Context: an optimization exercise on an open-source flow, tuned for small area. The choices shown serve that exercise and are no tape-out recipe.
Function was checked by simulation only, so behaviour that the tests miss may differ from the original.
Power is estimated from default activity; no workload was simulated. No driver is modelled on the clock port, so clocking that relies on it looks cheaper here than on a real chip.

==> flow/design.v (excerpt) <==
module top(
  input clk,
  input [7:0] sig,
  output signed [7:0] out_1M, out_3M
);
  reg [478:0] x3;   
  reg [545:0] x4;   
  reg [946:0] x5;   
  reg [952:0] x6;   
  reg [958:0] x7;   
  reg [451:0] sl;   
  wire [9:0] wb_i;
  reg [4:0] wb_c;   
  reg [1:0] wb_m3;
  reg [2:0] wb_m4;
  reg [2:0] wb_m5;
  reg [3:0] wb_m6;
  reg [4:0] wb_m7;
  wire [16:0] wb;
  reg [9:0] cnt;   
  reg [10:0] bh;    
  reg [10:0] accb;  
  wire [9:0] wl_i;
  reg [3:0] wl_c;   
  reg [1:0] wl_m5;
  reg [2:0] wl_m6;
  reg [3:0] wl_m7;
  wire [8:0] wl;
  reg [7:0] la, lb, lc, ls;   
  reg [7:0] accl;   
  reg [6:0] ws, accw;   
  assign wb_i = cnt < 10'd303 ? cnt : 10'd604 - cnt;
  always @* begin
    case (wb_i)
      0: wb_c = 17;
      1: wb_c = 17;
      2: wb_c = 17;
      3: wb_c = 17;
      4: wb_c = 17;
      16: wb_c = 1;
      17: wb_c = 1;
      18: wb_c = 1;
      19: wb_c = 1;
      20: wb_c = 1;
      21: wb_c = 1;
      22: wb_c = 1;
      32: wb_c = 17;
      33: wb_c = 17;
      34: wb_c = 17;
      35: wb_c = 17;
      36: wb_c = 17;
      37: wb_c = 17;
      38: wb_c = 17;
      39: wb_c = 17;
      48: wb_c = 1;
      49: wb_c = 1;
      50: wb_c = 1;
      51: wb_c = 1;
      52: wb_c = 1;
      53: wb_c = 1;
      54: wb_c = 1;
      55: wb_c = 1;
      56: wb_c = 1;
  ...
export LEC_CHECK = 0
export ABC_AREA = 1
export CAP_MARGIN = 20
export CORE_MARGIN = 2
export CORE_UTILIZATION = 60
export GPL_TIMING_DRIVEN = 0
export PLACE_DENSITY = 0.7
export SLEW_MARGIN = 20
export SYNTH_HIERARCHICAL = 1
export SYNTH_MEMORY_MAX_BITS = 65536
create_clock -name core_clock -period 10.0 [get_ports {clk}]
standard.sh (not shown) runs the stock make flow with config.mk's settings and CLKGATE_MAP_FILE= SYNTH_SCRIPT=/design/flow/synth_recipe.tcl, a recipe that flattens the netlist after the stock synthesis.
==> flow/flow/run.sh <==
#!/bin/bash
# The standard flow, with a clock tree built without dummy loads and
# the smallest buffer on each port.
bash standard.sh CTS_ARGS="-sink_clustering_enable -repair_clock_nets -sink_clustering_size 10 -sink_clustering_max_diameter 40 -buf_list sky130_fd_sc_hd__clkbuf_4 -dont_use_dummy_load" BUFFER_PORTS_ARGS="-buffer_cell sky130_fd_sc_hd__buf_1" finish > standard.log 2>&1
Then changed:
==> flow/flow/run.sh (replaced) <==
#!/bin/bash
# The standard flow, with a clock tree built without dummy loads and
# the smallest buffer on each port.
bash standard.sh CTS_ARGS="-sink_clustering_enable -repair_clock_nets -sink_clustering_size 36 -sink_clustering_max_diameter 80 -sink_clustering_buffer sky130_fd_sc_hd__clkbuf_16 -buf_list {sky130_fd_sc_hd__clkbuf_4 sky130_fd_sc_hd__clkbuf_16} -dont_use_dummy_load" BUFFER_PORTS_ARGS="-buffer_cell sky130_fd_sc_hd__buf_1" finish > standard.log 2>&1
After rerunning:
- power stays flat
- die area is unchanged
- wire length falls by a few percent
- via count falls by a few percent
- design area barely changes
- clock skew falls by 0.017 ns
Then changed:
==> flow/flow/run.sh (replaced) <==
#!/bin/bash
# The standard flow, with a clock tree built without dummy loads and
# the smallest buffer on each port.
bash standard.sh CTS_ARGS="-sink_clustering_enable -repair_clock_nets -sink_clustering_size 32 -sink_clustering_max_diameter 100 -buf_list sky130_fd_sc_hd__clkbuf_16 -dont_use_dummy_load" BUFFER_PORTS_ARGS="-buffer_cell sky130_fd_sc_hd__buf_1" finish > standard.log 2>&1
The changed run completed with no timing, DRC or antenna violations.
Via count goes up by 0.30%.
Cell count is about the same.
Final area is about the same.
Synthesized area is unchanged.
Setup slack improves by 0.025 ns.
Clock power goes up by about 2%.
Hold slack improves by 0.022 ns.
Non-clock buffer count is unchanged.
Global-route usage barely changes.
Core utilization goes up by 0.10 points.
Routed wire length goes up by 0.55%.
Then changed:
==> flow/flow/run.sh (replaced) <==
#!/bin/bash
# The standard flow, with a clock tree built without dummy loads and
# the smallest buffer on each port.
bash standard.sh CTS_ARGS="-sink_clustering_enable -repair_clock_nets -sink_clustering_size 36 -sink_clustering_max_diameter 80 -buf_list sky130_fd_sc_hd__clkbuf_16 -dont_use_dummy_load" BUFFER_PORTS_ARGS="-buffer_cell sky130_fd_sc_hd__buf_1" finish > standard.log 2>&1
CORE_UTILIZATION = 85   (was 60)
PLACE_DENSITY = 0.9   (was 0.7)
Result: With this change the flow ended with an error in 3_5_place_dp. Synthesized cell count stays the same. Area after synthesis is unchanged.
Then changed:
CAP_MARGIN = 0   (was 20)
CORE_UTILIZATION = 60   (was 85)
PLACE_DENSITY = 0.7   (was 0.9)
SLEW_MARGIN = 0   (was 20)
After rerunning: The changed run ran to the end with no violations. Area after synthesis stays the same. Synthesized cell count does not change.
Then changed:
==> flow/flow/run.sh (replaced) <==
#!/bin/bash
# The standard flow, with a clock tree built without dummy loads and
# the smallest buffer on each port.
bash standard.sh CTS_ARGS="-sink_clustering_enable -repair_clock_nets -sink_clustering_size 28 -sink_clustering_max_diameter 70 -buf_list sky130_fd_sc_hd__clkbuf_16 -dont_use_dummy_load" BUFFER_PORTS_ARGS="-buffer_cell sky130_fd_sc_hd__buf_1" finish > standard.log 2>&1
CAP_MARGIN = 20   (was 0)
SLEW_MARGIN = 20   (was 0)
Register-to-register slack gains 0.06 ns; setup slack gains 0.060 ns; via count rose by 1.1%; count of clock-buffer cells in the layout rose by 36; utilization rose by 0.52 points; global-route usage rose by 0.37 points; design area rose by about 0.8%; wire length rose by 2.0%; sequential cell count stays the same; maximum frequency rose by 0.64%.

---

Another version of the RTL of top (not shown whole).
Size in the first run: about 5,700 cells after synthesis, ~100,000 um2 of cells after synthesis.
export LEC_CHECK = 0
export ABC_AREA = 1
export CAP_MARGIN = 20
export CORE_MARGIN = 2
export CORE_UTILIZATION = 60
export GPL_TIMING_DRIVEN = 0
export PLACE_DENSITY = 0.7
export SLEW_MARGIN = 20
export SYNTH_HIERARCHICAL = 1
export SYNTH_MEMORY_MAX_BITS = 65536
create_clock -name core_clock -period 10.0 [get_ports {clk}]
==> flow/flow/run.sh <==
#!/bin/bash
# The standard flow, with a clock tree built without dummy loads and
# the smallest buffer on each port.
bash standard.sh CTS_ARGS="-sink_clustering_enable -repair_clock_nets -sink_clustering_size 36 -sink_clustering_max_diameter 80 -buf_list sky130_fd_sc_hd__clkbuf_16 -dont_use_dummy_load" BUFFER_PORTS_ARGS="-buffer_cell sky130_fd_sc_hd__buf_1" finish > standard.log 2>&1
The starting point completed without violations.
Then changed:
CORE_UTILIZATION = 50   (was 60)
PLACE_DENSITY = 0.6   (was 0.7)
=> Routed wire length is higher slightly; global-route usage is lower by 2.5 points; utilization is lower by 10 points; non-clock buffer count is higher by 1; worst setup slack gets better by 0.015 ns; clock power is about the same; sequential power stays flat; via count stays flat; fmax barely changes.
Then changed:
==> flow/flow/run.sh (replaced) <==
#!/bin/bash
# The standard flow, with a clock tree built without dummy loads and
# the smallest buffer on each port.
bash standard.sh CTS_ARGS="-sink_clustering_enable -repair_clock_nets -sink_clustering_size 32 -sink_clustering_max_diameter 80 -buf_list sky130_fd_sc_hd__clkbuf_16 -dont_use_dummy_load" BUFFER_PORTS_ARGS="-buffer_cell sky130_fd_sc_hd__buf_1" finish > standard.log 2>&1
CORE_UTILIZATION = 60   (was 50)
PLACE_DENSITY = 0.7   (was 0.6)
The new run finished with timing, DRC and antenna clean.
Total power is higher by 1.0%.
Wire length is lower by 0.58%.
Setup slack improved by 0.019 ns.
Via count hardly moves.
Combinational power stays flat.
Maximum frequency barely changes.

---

top again, from the RTL that the note above started with.
// top
module top(
  input clk,
  input [7:0] sig,
  output signed [7:0] out_1M, out_3M
);
  reg [478:0] x3;   
  reg [545:0] x4;   
  reg [946:0] x5;   
  reg [952:0] x6;   
  reg [958:0] x7;   
  reg [417:0] sl;   
  reg [9:0] cnt;   
  reg [10:0] acc;   
  wire [9:0] wb_i;
  reg [4:0] wb_c;   
  reg [1:0] wb_m3;
  reg [2:0] wb_m4;
  reg [2:0] wb_m5;
  reg [3:0] wb_m6;
  reg [4:0] wb_m7;
  wire [16:0] wb;
  wire [5:0] wl_i;
  reg [3:0] wl_c;   
  reg [1:0] wl_m5;
  reg [2:0] wl_m6;
  reg [3:0] wl_m7;
  wire [8:0] wl;
  reg [10:0] bh;    
  reg [7:0] la, lb, lc;   
  reg [6:0] ws;   
  assign wb_i = cnt < 10'd303 ? cnt : 10'd604 - cnt;
  always @* begin
    case (wb_i)
      0: wb_c = 17;
      1: wb_c = 17;
      2: wb_c = 17;
      3: wb_c = 17;
      4: wb_c = 17;
      16: wb_c = 1;
      17: wb_c = 1;
      18: wb_c = 1;
      19: wb_c = 1;
      20: wb_c = 1;
      21: wb_c = 1;
      22: wb_c = 1;
  ...
export LEC_CHECK = 0
export ABC_AREA = 1
export CAP_MARGIN = 20
export CORE_MARGIN = 2
export CORE_UTILIZATION = 60
export GPL_TIMING_DRIVEN = 0
export PLACE_DENSITY = 0.7
export SLEW_MARGIN = 20
export SYNTH_HIERARCHICAL = 1
export SYNTH_MEMORY_MAX_BITS = 65536
create_clock -name core_clock -period 10.0 [get_ports {clk}]
==> flow/flow/run.sh <==
#!/bin/bash
# The standard flow, with a clock tree built without dummy loads and
# the smallest buffer on each port.
bash standard.sh CTS_ARGS="-sink_clustering_enable -repair_clock_nets -sink_clustering_size 34 -sink_clustering_max_diameter 70 -buf_list sky130_fd_sc_hd__clkbuf_16 -dont_use_dummy_load" BUFFER_PORTS_ARGS="-buffer_cell sky130_fd_sc_hd__buf_1" finish > standard.log 2>&1
The starting point produced a clean layout.
Change:
==> flow/flow/run.sh (replaced) <==
#!/bin/bash
# The standard flow, with a clock tree built without dummy loads and
# the smallest buffer on each port.
bash standard.sh CTS_ARGS="-sink_clustering_enable -repair_clock_nets -sink_clustering_size 35 -sink_clustering_max_diameter 80 -buf_list sky130_fd_sc_hd__clkbuf_16 -dont_use_dummy_load" BUFFER_PORTS_ARGS="-buffer_cell sky130_fd_sc_hd__buf_1" finish > standard.log 2>&1
What happened: Core utilization is lower by 0.10 points. Routed wire length increases slightly. Cell area is about the same. Total power goes down slightly. Count of clock-buffer cells in the layout goes down by 7.
Change:
==> flow/flow/run.sh (replaced) <==
#!/bin/bash
# The standard flow, with a clock tree built without dummy loads and
# the smallest buffer on each port.
bash standard.sh CTS_ARGS="-sink_clustering_enable -repair_clock_nets -sink_clustering_size 36 -sink_clustering_max_diameter 70 -buf_list sky130_fd_sc_hd__clkbuf_16 -dont_use_dummy_load" BUFFER_PORTS_ARGS="-buffer_cell sky130_fd_sc_hd__buf_1" finish > standard.log 2>&1
After rerunning:
- wire length is lower by 0.72%
- area after synthesis is unchanged
- die area is unchanged
- cell count barely changes
- synthesized cell count stays the same

## re-timing with driven ports
In the flow no input, the clock included, has a driving cell. The finished layouts below were timed again as built, in two steps.
Step 1: set_driving_cell puts a clkbuf_16 on clk and a buf_2 on each other input, an assumption about the parent block.
Step 2 times the ports against the registers' clock, not the clock port: input delays grow and output delays shrink by t, the midpoint of the rising clock arrivals with the driver on.
a / b / c = no drivers / after step 1 / after step 2; a / b = the first two.
run | t, ns | setup WS [ns] | worst register clock-pin slew, ns | cell pins on the clock port's net
the first run of note 1 | 1.365 | 0.573 / 0.573 / 0.573 | 0.11 / 0.11 | 1
the second run of note 1 | 0.855 | 0.558 / 0.558 / 0.558 | 0.12 / 0.12 | 1
the third run of note 1 | 0.859 | 0.583 / 0.583 / 0.583 | 0.12 / 0.12 | 1
the fifth run of note 1 | 0.856 | 0.497 / 0.497 / 0.497 | 0.12 / 0.12 | 1
the sixth run of note 1 | 0.870 | 0.557 / 0.557 / 0.557 | 0.10 / 0.10 | 1
the first run of note 2 | 0.840 | 0.478 / 0.478 / 0.478 | 0.13 / 0.13 | 1
the second run of note 2 | 0.848 | 0.494 / 0.494 / 0.494 | 0.12 / 0.12 | 1
the third run of note 2 | 0.846 | 0.513 / 0.513 / 0.513 | 0.12 / 0.12 | 1
the first run of note 3 | 0.854 | 0.529 / 0.529 / 0.529 | 0.12 / 0.12 | 1
the second run of note 3 | 0.855 | 0.548 / 0.548 / 0.548 | 0.12 / 0.12 | 1
the third run of note 3 | 0.830 | 0.513 / 0.513 / 0.513 | 0.12 / 0.12 | 1
After both steps setup and hold are still met in every run listed.
